Source: an optimization exercise on an open RTL-to-GDS flow (aim: small area). Production flows keep margins and buffers that such runs may drop. The RTL was checked by simulation tests, not by an equivalence proof against the original design. Power and IR drop assume default switching activity.

Setup of maple:
==> flow/design.v <==
`timescale 1ns / 1ps
module ExtendedHammingDecoder(
    input wire clk,
    input wire reset,
    input wire serial_in,
    output wire [63:0] data_out,
    output reg error_detected,
    output reg error_corrected,
    output reg frequent_errors
);
    reg [71:0] srn;
    always @(posedge clk) srn <= {srn[70:0], ~serial_in};
    reg [6:0] fc;
    wire [15:0] fb_tab = 16'b0110111010010001;
    wire fb = fb_tab[{fc[6], fc[2], fc[1], fc[0]}];
    wire dec = fc[6] & ~fc[5] & ~fc[3] & ~fc[0];
    always @(posedge clk or posedge reset)
        if (reset) fc <= 7'd0;
        else fc <= {fc[5:0], fb};
    wire [6:0] c = ~srn[6:0];
    wire [6:0] s;
    assign s[0] = c[6] ^ c[4] ^ c[2] ^ c[0];
    assign s[1] = c[6] ^ c[5] ^ c[2] ^ c[1];
    assign s[2] = c[6] ^ c[5] ^ c[4] ^ c[3];
    assign s[3] = ^c;
    assign s[4] = c[6] ^ c[4] ^ c[3] ^ c[1] ^ c[0];
    assign s[5] = c[6] ^ c[5] ^ c[3] ^ c[2] ^ c[0];
    assign s[6] = c[6] ^ c[3] ^ c[2];
    wire nz = |s;
    wire inrange = ~s[6] | ~(s[5] | s[4] | s[3]);    
    wire [7:0] lo, hi;
    genvar g;
    generate
        for (g = 0; g < 8; g = g + 1) begin : pd
            assign lo[g] = (s[2:0] == g);
            assign hi[g] = (s[6:3] == g + 1);
        end
    endgenerate
    wire [63:0] hit;
    generate
        for (g = 0; g < 63; g = g + 1) begin : hd
            assign hit[g] = lo[(g + 9) % 8] & hi[(g + 9) / 8 - 1];
        end
    endgenerate
    assign hit[63] = 1'b0;    
    reg [63:0] dq;
    reg valid;
    assign data_out = ~dq & {64{valid}};
    integer k;
    always @(posedge clk)
        if (dec)
            for (k = 0; k < 64; k = k + 1)
                dq[k] <= srn[k+8] ^ hit[k];
    reg [6:0] ch, nh;
    function ge4(input [6:0] x);
        reg a1, a0, b1, b0, m;
        begin
            {a1, a0} = x[0] + x[1] + x[2];
            {b1, b0} = x[3] + x[4] + x[5];
            m = (a0 & b0) | (a0 & x[6]) | (b0 & x[6]);
            ge4 = (a1 & b1) | (a1 & m) | (b1 & m);
        end
    endfunction
    function ge3(input [6:0] x);
        reg a1, a0, b1, b0;
        begin
            {a1, a0} = x[0] + x[1] + x[2];
            {b1, b0} = x[3] + x[4] + x[5];
            ge3 = (a1 & b1) | ((a1 | b1) & (a0 | b0 | x[6])) | (a0 & b0 & x[6]);
        end
    endfunction
    always @(posedge clk or posedge reset)
        if (reset) begin
            valid <= 1'b0;
            error_detected <= 1'b0;
            error_corrected <= 1'b0;
            frequent_errors <= 1'b0;
            ch <= 7'd0;
            nh <= 7'd0;
        end else if (dec) begin
            valid <= 1'b1;
            error_detected <= nz;
            error_corrected <= nz & inrange;
            ch <= {ch[5:0], error_corrected};
            nh <= {nh[5:0], error_detected & ~error_corrected};
            frequent_errors <= ge4(ch) | ge3(nh);
        end
endmodule
export LEC_CHECK = 0
export ABC_AREA = 1
export CAP_MARGIN = 20
export CORE_MARGIN = 2
export CORE_UTILIZATION = 40
export CTS_BUF_LIST = sky130_fd_sc_hd__clkbuf_8
export CTS_CLUSTER_SIZE = 30
export SLEW_MARGIN = 20
create_clock -name core_clock -period 5.5 [get_ports {clk}]
standard.sh (not shown) runs the stock make flow with config.mk's settings and CLKGATE_MAP_FILE= SYNTH_SCRIPT=/design/flow/synth_recipe.tcl, a recipe that flattens the netlist after the stock synthesis.
==> flow/flow/run.sh <==
#!/bin/bash
# Own layout flow: the standard flow (standard.sh), with changes that only
# affect how the layout is built, not what is built or measured:
#  * synthesis maps logic with an area-oriented ABC script (flow/abc_area.script:
#    deepsyn restructuring, then area mapping)
#    instead of ORFS's delay-oriented one; registers are untouched;
#  * port buffers use the smallest buffer (buf_1);
#  * clock tree: clkbuf_8 buffers, no dummy loads.
# Each step's full output goes to its own log file in this folder.
set -euo pipefail
W=$(pwd)
rm -rf "$W/scripts_mod"
cp -r "$FLOW_HOME/scripts" "$W/scripts_mod"
cp "$W/flow/abc_area.script" "$W/scripts_mod/abc_area.script"
export ABC_AREA=1
bash standard.sh SCRIPTS_DIR="$W/scripts_mod" synth > "$W/synth.log" 2>&1
export CTS_ARGS="${CTS_ARGS_OVERRIDE:--sink_clustering_enable -repair_clock_nets -dont_use_dummy_load -buf_list sky130_fd_sc_hd__clkbuf_8 -sink_clustering_size 30 -sink_clustering_max_diameter 100}"
export BUFFER_PORTS_ARGS="-buffer_cell sky130_fd_sc_hd__buf_1"
bash standard.sh > "$W/layout.log" 2>&1
==> flow/flow/abc_area.script <==
strash
&get -n
&deepsyn -T 20
&put
dch
amap
topo
maple ran to completion and came out clean on the timing, DRC and antenna checks.
Edits applied to the flow inputs when going from maple to amber:
==> flow/flow/run.sh <==
#!/bin/bash
# Own layout flow: the standard flow (standard.sh), with changes that only
# affect how the layout is built, not what is built or measured:
#  * synthesis maps logic with an area-oriented ABC script (flow/abc_area.script)
#    instead of ORFS's delay-oriented one; registers are untouched;
#  * port buffers use the smallest buffer (buf_1);
#  * clock tree: clkbuf_8 buffers, no dummy loads.
# Each step's full output goes to its own log file in this folder.
set -euo pipefail
W=$(pwd)
rm -rf "$W/scripts_mod"
cp -r "$FLOW_HOME/scripts" "$W/scripts_mod"
cp "$W/flow/abc_area.script" "$W/scripts_mod/abc_area.script"
export ABC_AREA=1
bash standard.sh SCRIPTS_DIR="$W/scripts_mod" synth > "$W/synth.log" 2>&1
export CTS_ARGS="${CTS_ARGS_OVERRIDE:--repair_clock_nets -dont_use_dummy_load -buf_list sky130_fd_sc_hd__clkbuf_8 -sink_clustering_enable -sink_clustering_size 40 -sink_clustering_max_diameter 150 -sink_clustering_levels 1 -sink_buffer_max_cap_derate 1.0}"
export BUFFER_PORTS_ARGS="-buffer_cell sky130_fd_sc_hd__buf_1"
bash standard.sh > "$W/layout.log" 2>&1
==> flow/flow/abc_area.script <==
strash
dch
amap
topo
### Flow results
In the reports for amber and maple, the larger final worst slack belongs to maple. The sequential cell area share reported for amber is smaller than that of maple by 0.79 points. Relative area of clock buffers and inverters in the final design across amber and maple: no real change. Sequential cell count came out exactly the same in amber and maple. Post-layout instance area: amber worse than maple. Maximum ir drop on the vdd rail was higher in amber than in maple. amber against maple; power is up slightly. Diff maple -> amber: wire length reported by the detailed router up about 0.8%; detailed route wirelength on metal3 down 36 um; post-synth net total up 4.9%.
Modified inputs, ember compared to amber
-- flow/flow/run.sh --
<<< amber, line 14
export ABC_AREA=1
bash standard.sh SCRIPTS_DIR="$W/scripts_mod" synth > "$W/synth.log" 2>&1
export CTS_ARGS="${CTS_ARGS_OVERRIDE:--repair_clock_nets -dont_use_dummy_load -buf_list sky130_fd_sc_hd__clkbuf_8 -sink_clustering_enable -sink_clustering_size 40 -sink_clustering_max_diameter 150 -sink_clustering_levels 1 -sink_buffer_max_cap_derate 1.0}"
export BUFFER_PORTS_ARGS="-buffer_cell sky130_fd_sc_hd__buf_1"
bash standard.sh > "$W/layout.log" 2>&1
>>> ember, line 14
export ABC_AREA=1
bash standard.sh SCRIPTS_DIR="$W/scripts_mod" synth > "$W/synth.log" 2>&1
export CTS_ARGS="${CTS_ARGS_OVERRIDE:--sink_clustering_enable -repair_clock_nets -dont_use_dummy_load -buf_list sky130_fd_sc_hd__clkbuf_8 -sink_clustering_size 30 -sink_clustering_max_diameter 100}"
export BUFFER_PORTS_ARGS="-buffer_cell sky130_fd_sc_hd__buf_1"
bash standard.sh > "$W/layout.log" 2>&1
Notes after the runs:
ember reached the end of the flow, and the finished layout is clean on the timing, DRC and antenna checks.
Diff amber -> ember: portion of the post-synthesis area used by sequential elements neither gained nor lost much; gate count after technology mapping now sits at about the same level; part of the power in the clock network flat; detailed-route wire length on metal 1 now sits at about the same level.
As far as clock latency on the worst-skew pair is concerned, ember and amber perform about the same.
Comparing ember against amber, there is no change at all in via count.
[compare] base=amber new=ember: multi-input combinational area share held, total of clock buffers placed in the layout now sits at about the same level, largest net degree at the start of global routing held steady.
Any difference in placed cell area between amber and ember is small enough to ignore.

==> re-timing with driven ports <==
Ports are ideal in the flow. The routed layouts listed here were re-timed in OpenROAD. Step 1 assumes that a clkbuf_16 drives the clock port and a buf_2 every other input. Step 2 moves the port delays by t, midway between the first and last clock arrival at a register: inputs arrive t later, outputs are due t later. That takes back most of the time a late clock gives input paths. Slacks: no drivers / after step 1 / after step 2; pairs: no drivers / after step 1.
| run | t (ns) | setup WS [ns] | worst setup path at the end | cell pins on the clock port's net |
|---|---|---|---|---|
| maple | 0.459 | 2.449 / 2.416 / 2.496 | register to register | 1 |
| amber | 0.462 | 2.427 / 2.392 / 2.588 | register to register | 1 |
| ember | 0.462 | 2.427 / 2.392 / 2.588 | register to register | 1 |
After both steps every run listed still meets setup and hold.
